Context: an optimization exercise on an open-source flow, tuned for small area. The choices shown serve that exercise and are no tape-out recipe.
Only simulation tests tie the RTL to the original design; equivalence was not proved.

==> trial 42 <==
==> flow/design.v (excerpt) <==
module dct2d_core(clk, reset, din, dout);
input clk, reset;
input  [64-1:0]   din;
output [12*8-1:0] dout;
reg [7:0] oh;
reg [1:0] blk;
always @(posedge clk) begin
    if (!reset) begin
        oh <= 8'd1;
        blk <= 2'd0;
    end else begin
        oh <= {oh[6:0], oh[7]};
        if (oh[7] && blk != 2'd3) blk <= blk + 2'd1;
    end
end
wire valid = blk[1] & (blk[0] | ~(oh[0] | oh[1] | oh[2]));
reg [63:0] d1, d2, d3, d4;
always @(posedge clk) begin
    d1 <= din; d2 <= d1; d3 <= d2; d4 <= d3;
end
wire [64:0] rowc;
dct_row u_row (.din(d4), .dout(rowc));
wire [87:0] colin;
wire [70:0] colc;
xpose_in  u_xin  (.clk(clk), .oh(oh), .rowc(rowc), .colin(colin));
dct_col   u_col  (.din(colin), .dout(colc));
xpose_out u_xout (.clk(clk), .oh(oh), .valid(valid), .colc(colc), .dout(dout));
endmodule
==> module xpose_in, before the edit <==
module xpose_in(input clk, input [7:0] oh, input [64:0] rowc, output [87:0] colin);
    reg [8*10-1:0]  l0;
    reg [9*11-1:0]  l1;
    reg [10*11-1:0] l2;
    reg [11*11-1:0] l3;
    reg [12*11-1:0] l4;
    reg [13*11-1:0] l5;
    always @(posedge clk) begin
        l0 <= {l0[7*10-1:0],  rowc[64:55]};
        l1 <= {l1[8*11-1:0],  rowc[54:44]};
        l2 <= {l2[9*11-1:0],  rowc[43:33]};
        l3 <= {l3[10*11-1:0], rowc[32:22]};
        l4 <= {l4[11*11-1:0], rowc[21:11]};
        l5 <= {l5[12*11-1:0], rowc[10:0]};
    end
    wire s0 = oh[5];
    wire s1 = oh[6];
    wire s2 = oh[7];
    wire s3 = oh[0];
    wire s4 = oh[1];
    wire s5 = oh[2];
    genvar j;
    generate for (j = 0; j < 8; j = j + 1) begin : g_col
        assign colin[(8-j)*11-1 -: 11] =
              ({11{s0}} & {1'b0, l0[(7-j)*10 +: 10]})
            | ({11{s1}} & l1[(8-j)*11 +: 11])
            | ({11{s2}} & l2[(9-j)*11 +: 11])
            | ({11{s3}} & l3[(10-j)*11 +: 11])
            | ({11{s4}} & l4[(11-j)*11 +: 11])
            | ({11{s5}} & l5[(12-j)*11 +: 11]);
    end endgenerate
endmodule
==> module xpose_out, before the edit <==
module xpose_out(input clk, input [7:0] oh, input valid, input [70:0] colc, output [95:0] dout);
    reg [6*11-1:0]  y0;
    reg [7*12-1:0]  y1;
    reg [8*12-1:0]  y2;
    reg [9*12-1:0]  y3;
    reg [10*12-1:0] y4;
    reg [11*12-1:0] y5;
    always @(posedge clk) begin
        y0 <= {y0[5*11-1:0],  colc[70:60]};
        y1 <= {y1[6*12-1:0],  colc[59:48]};
        y2 <= {y2[7*12-1:0],  colc[47:36]};
        y3 <= {y3[8*12-1:0],  colc[35:24]};
        y4 <= {y4[9*12-1:0],  colc[23:12]};
        y5 <= {y5[10*12-1:0], colc[11:0]};
    end
    wire o0 = valid & oh[3];
    wire o1 = valid & oh[4];
    wire o2 = valid & oh[5];
    wire o3 = valid & oh[6];
    wire o4 = valid & oh[7];
    wire o5 = valid & oh[0];
    genvar k;
    generate for (k = 0; k < 6; k = k + 1) begin : g_out
        wire [10:0] a0 = y0[(5-k)*11 +: 11];
        assign dout[(8-k)*12-1 -: 12] =
              ({12{o0}} & {a0[10], a0})
            | ({12{o1}} & y1[(6-k)*12 +: 12])
            | ({12{o2}} & y2[(7-k)*12 +: 12])
            | ({12{o3}} & y3[(8-k)*12 +: 12])
            | ({12{o4}} & y4[(9-k)*12 +: 12])
            | ({12{o5}} & y5[(10-k)*12 +: 12]);
    end endgenerate
    assign dout[23:0] = 24'd0;
endmodule
clock: 14.0 ns
lec_check: 0
cap_margin: 20
core_margin: 2
core_utilization: 50
cts_buf_list: sky130_fd_sc_hd__clkbuf_16
cts_cluster_diameter: 80
cts_cluster_size: 30
gpl_routability_driven: 1
place_density: 0.6
slew_margin: 20
synth_hierarchical: 1
run.sh (not shown) runs the stock make flow with config.mk's settings and CLKGATE_MAP_FILE= SYNTH_SCRIPT=/design/flow/synth_recipe.tcl, a recipe that flattens the netlist after the stock synthesis.
==> build 68: changes against trial 42 <==
--- a/flow/design.v
+++ b/flow/design.v
@@ -2305,15 +2305,20 @@
     wire s3 = oh[0];
     wire s4 = oh[1];
     wire s5 = oh[2];
-    genvar j;
+    genvar j, b;
     generate for (j = 0; j < 8; j = j + 1) begin : g_col
-        assign colin[(8-j)*11-1 -: 11] =
-              ({11{s0}} & {1'b0, l0[(7-j)*10 +: 10]})
-            | ({11{s1}} & l1[(8-j)*11 +: 11])
-            | ({11{s2}} & l2[(9-j)*11 +: 11])
-            | ({11{s3}} & l3[(10-j)*11 +: 11])
-            | ({11{s4}} & l4[(11-j)*11 +: 11])
-            | ({11{s5}} & l5[(12-j)*11 +: 11]);
+        wire [10:0] v0 = {1'b0, l0[(7-j)*10 +: 10]};
+        wire [10:0] v1 = l1[(8-j)*11 +: 11];
+        wire [10:0] v2 = l2[(9-j)*11 +: 11];
+        wire [10:0] v3 = l3[(10-j)*11 +: 11];
+        wire [10:0] v4 = l4[(11-j)*11 +: 11];
+        wire [10:0] v5 = l5[(12-j)*11 +: 11];
+        for (b = 0; b < 11; b = b + 1) begin : g_bit
+            wire na, nb;
+            dct_aoi222 ma (.a0(s0), .b0(v0[b]), .a1(s1), .b1(v1[b]), .a2(s2), .b2(v2[b]), .y(na));
+            dct_aoi222 mb (.a0(s3), .b0(v3[b]), .a1(s4), .b1(v4[b]), .a2(s5), .b2(v5[b]), .y(nb));
+            assign colin[(7-j)*11 + b] = ~(na & nb);
+        end
     end endgenerate
 endmodule
 module xpose_out(input clk, input [7:0] oh, input valid, input [70:0] colc, output [95:0] dout);
@@ -2337,19 +2342,27 @@
     wire o3 = valid & oh[6];
     wire o4 = valid & oh[7];
     wire o5 = valid & oh[0];
-    genvar k;
+    genvar k, b;
     generate for (k = 0; k < 6; k = k + 1) begin : g_out
         wire [10:0] a0 = y0[(5-k)*11 +: 11];
-        assign dout[(8-k)*12-1 -: 12] =
-              ({12{o0}} & {a0[10], a0})
-            | ({12{o1}} & y1[(6-k)*12 +: 12])
-            | ({12{o2}} & y2[(7-k)*12 +: 12])
-            | ({12{o3}} & y3[(8-k)*12 +: 12])
-            | ({12{o4}} & y4[(9-k)*12 +: 12])
-            | ({12{o5}} & y5[(10-k)*12 +: 12]);
+        wire [11:0] v0 = {a0[10], a0};
+        wire [11:0] v1 = y1[(6-k)*12 +: 12];
+        wire [11:0] v2 = y2[(7-k)*12 +: 12];
+        wire [11:0] v3 = y3[(8-k)*12 +: 12];
+        wire [11:0] v4 = y4[(9-k)*12 +: 12];
+        wire [11:0] v5 = y5[(10-k)*12 +: 12];
+        for (b = 0; b < 12; b = b + 1) begin : g_bit
+            wire na, nb;
+            dct_aoi222 ma (.a0(o0), .b0(v0[b]), .a1(o1), .b1(v1[b]), .a2(o2), .b2(v2[b]), .y(na));
+            dct_aoi222 mb (.a0(o3), .b0(v3[b]), .a1(o4), .b1(v4[b]), .a2(o5), .b2(v5[b]), .y(nb));
+            assign dout[(7-k)*12 + b] = ~(na & nb);
+        end
     end endgenerate
     assign dout[23:0] = 24'd0;
 endmodule
+module dct_aoi222(input a0, input b0, input a1, input b1, input a2, input b2, output y);
+    assign y = ~((a0 & b0) | (a1 & b1) | (a2 & b2));
+endmodule
 module dct2d_core(clk, reset, din, dout);
 input clk, reset;
 input  [64-1:0]   din;
==> flow/flow/run.sh (new file) <==
#!/bin/bash
set -euo pipefail
export BUFFER_PORTS_ARGS="-buffer_cell sky130_fd_sc_hd__buf_1"
bash standard.sh > standard_flow.log 2>&1
==> flow/standard.sh (new file) <==
#!/bin/bash
# synth_recipe.tcl (not shown) runs the flow's synth.tcl, then flattens the netlist and writes it again
# the make line also repeats each setting of config.mk as NAME=value (left out here)
make -C /OpenROAD-flow-scripts/flow DESIGN_CONFIG=/design/flow/config.mk WORK_HOME=/design/flow/orfs CLKGATE_MAP_FILE= SYNTH_SCRIPT=/design/flow/synth_recipe.tcl "${@:-finish}"
CTS_BUF_LIST = sky130_fd_sc_hd__clkbuf_4 sky130_fd_sc_hd__clkbuf_8   (was sky130_fd_sc_hd__clkbuf_16)
CTS_CLUSTER_DIAMETER = 50   (was 80)
CTS_CLUSTER_SIZE = 14   (was 30)
removed: flow/run.sh
==> comparison <==
- Between build 68 and trial 42, the lower worst setup slack is in trial 42 (gap 120 ps).
- Between trial 42 and build 68, the lower maximum frequency is in trial 42 (gap 0.98%, measured against build 68).
- Against build 68, the wire length of trial 42 is higher by about 6%.
- Of build 68 and trial 42, trial 42 has the higher synthesized cell count (gap about 7%, measured against trial 42).
- Against build 68, the register-to-register slack of trial 42 is lower by 120 ps.
- In trial 42 the final cell count is higher than in build 68, by about 1.2%.
==> figures <==
| quantity | trial 42 | build 68 |
|---|---|---|
| Run status | finished clean | finished clean |
| Area fraction in and, or, nand and nor cells after synthesis | 1.14% | 1.53% |
| CTS Root Cell | sky130_fd_sc_hd__clkbuf_16 | sky130_fd_sc_hd__clkbuf_8 |
| Final worst slack | 1900 ps | 2020 ps |
| Antenna cell count | 0 | 2 |
| Count of different cell masters after synthesis | 36 | 29 |
| All-Layer GR Usage | 20.2% | 19.5% |
| Initial cell density of the core | 50.5% | 50.2% |
| Met3 routed WL | 3270 um | 4510 um |
| Largest clock skew in the final design | 42.0 ps | 54.6 ps |
| First-pass GRT wire length | 184,000 um | 174,000 um |

==> port drivers added, routing unchanged <==
The results above use ideal ports. As a check the final layouts listed here were re-extracted and re-timed, cells and wires unchanged.
Step 1, drivers: a clkbuf_16 drives clk and a buf_2 each remaining input, both assumed.
Step 2, shift: input delay + t, output delay - t, t = (earliest + latest rising clock arrival at the registers) / 2. This alone moves slack from input paths to output paths.
Slacks: ideal ports / drivers / drivers and shift; pairs: ideal ports / drivers.
run | t (ns) | slack for setup (ns) | worst register clock-pin slew, ns
trial 42 | 0.728 | 1.900 / 1.900 / 1.900 | 0.11 / 0.11
build 68 | 0.875 | 2.018 / 2.018 / 2.018 | 0.09 / 0.09
After both steps every run listed still meets setup and hold.
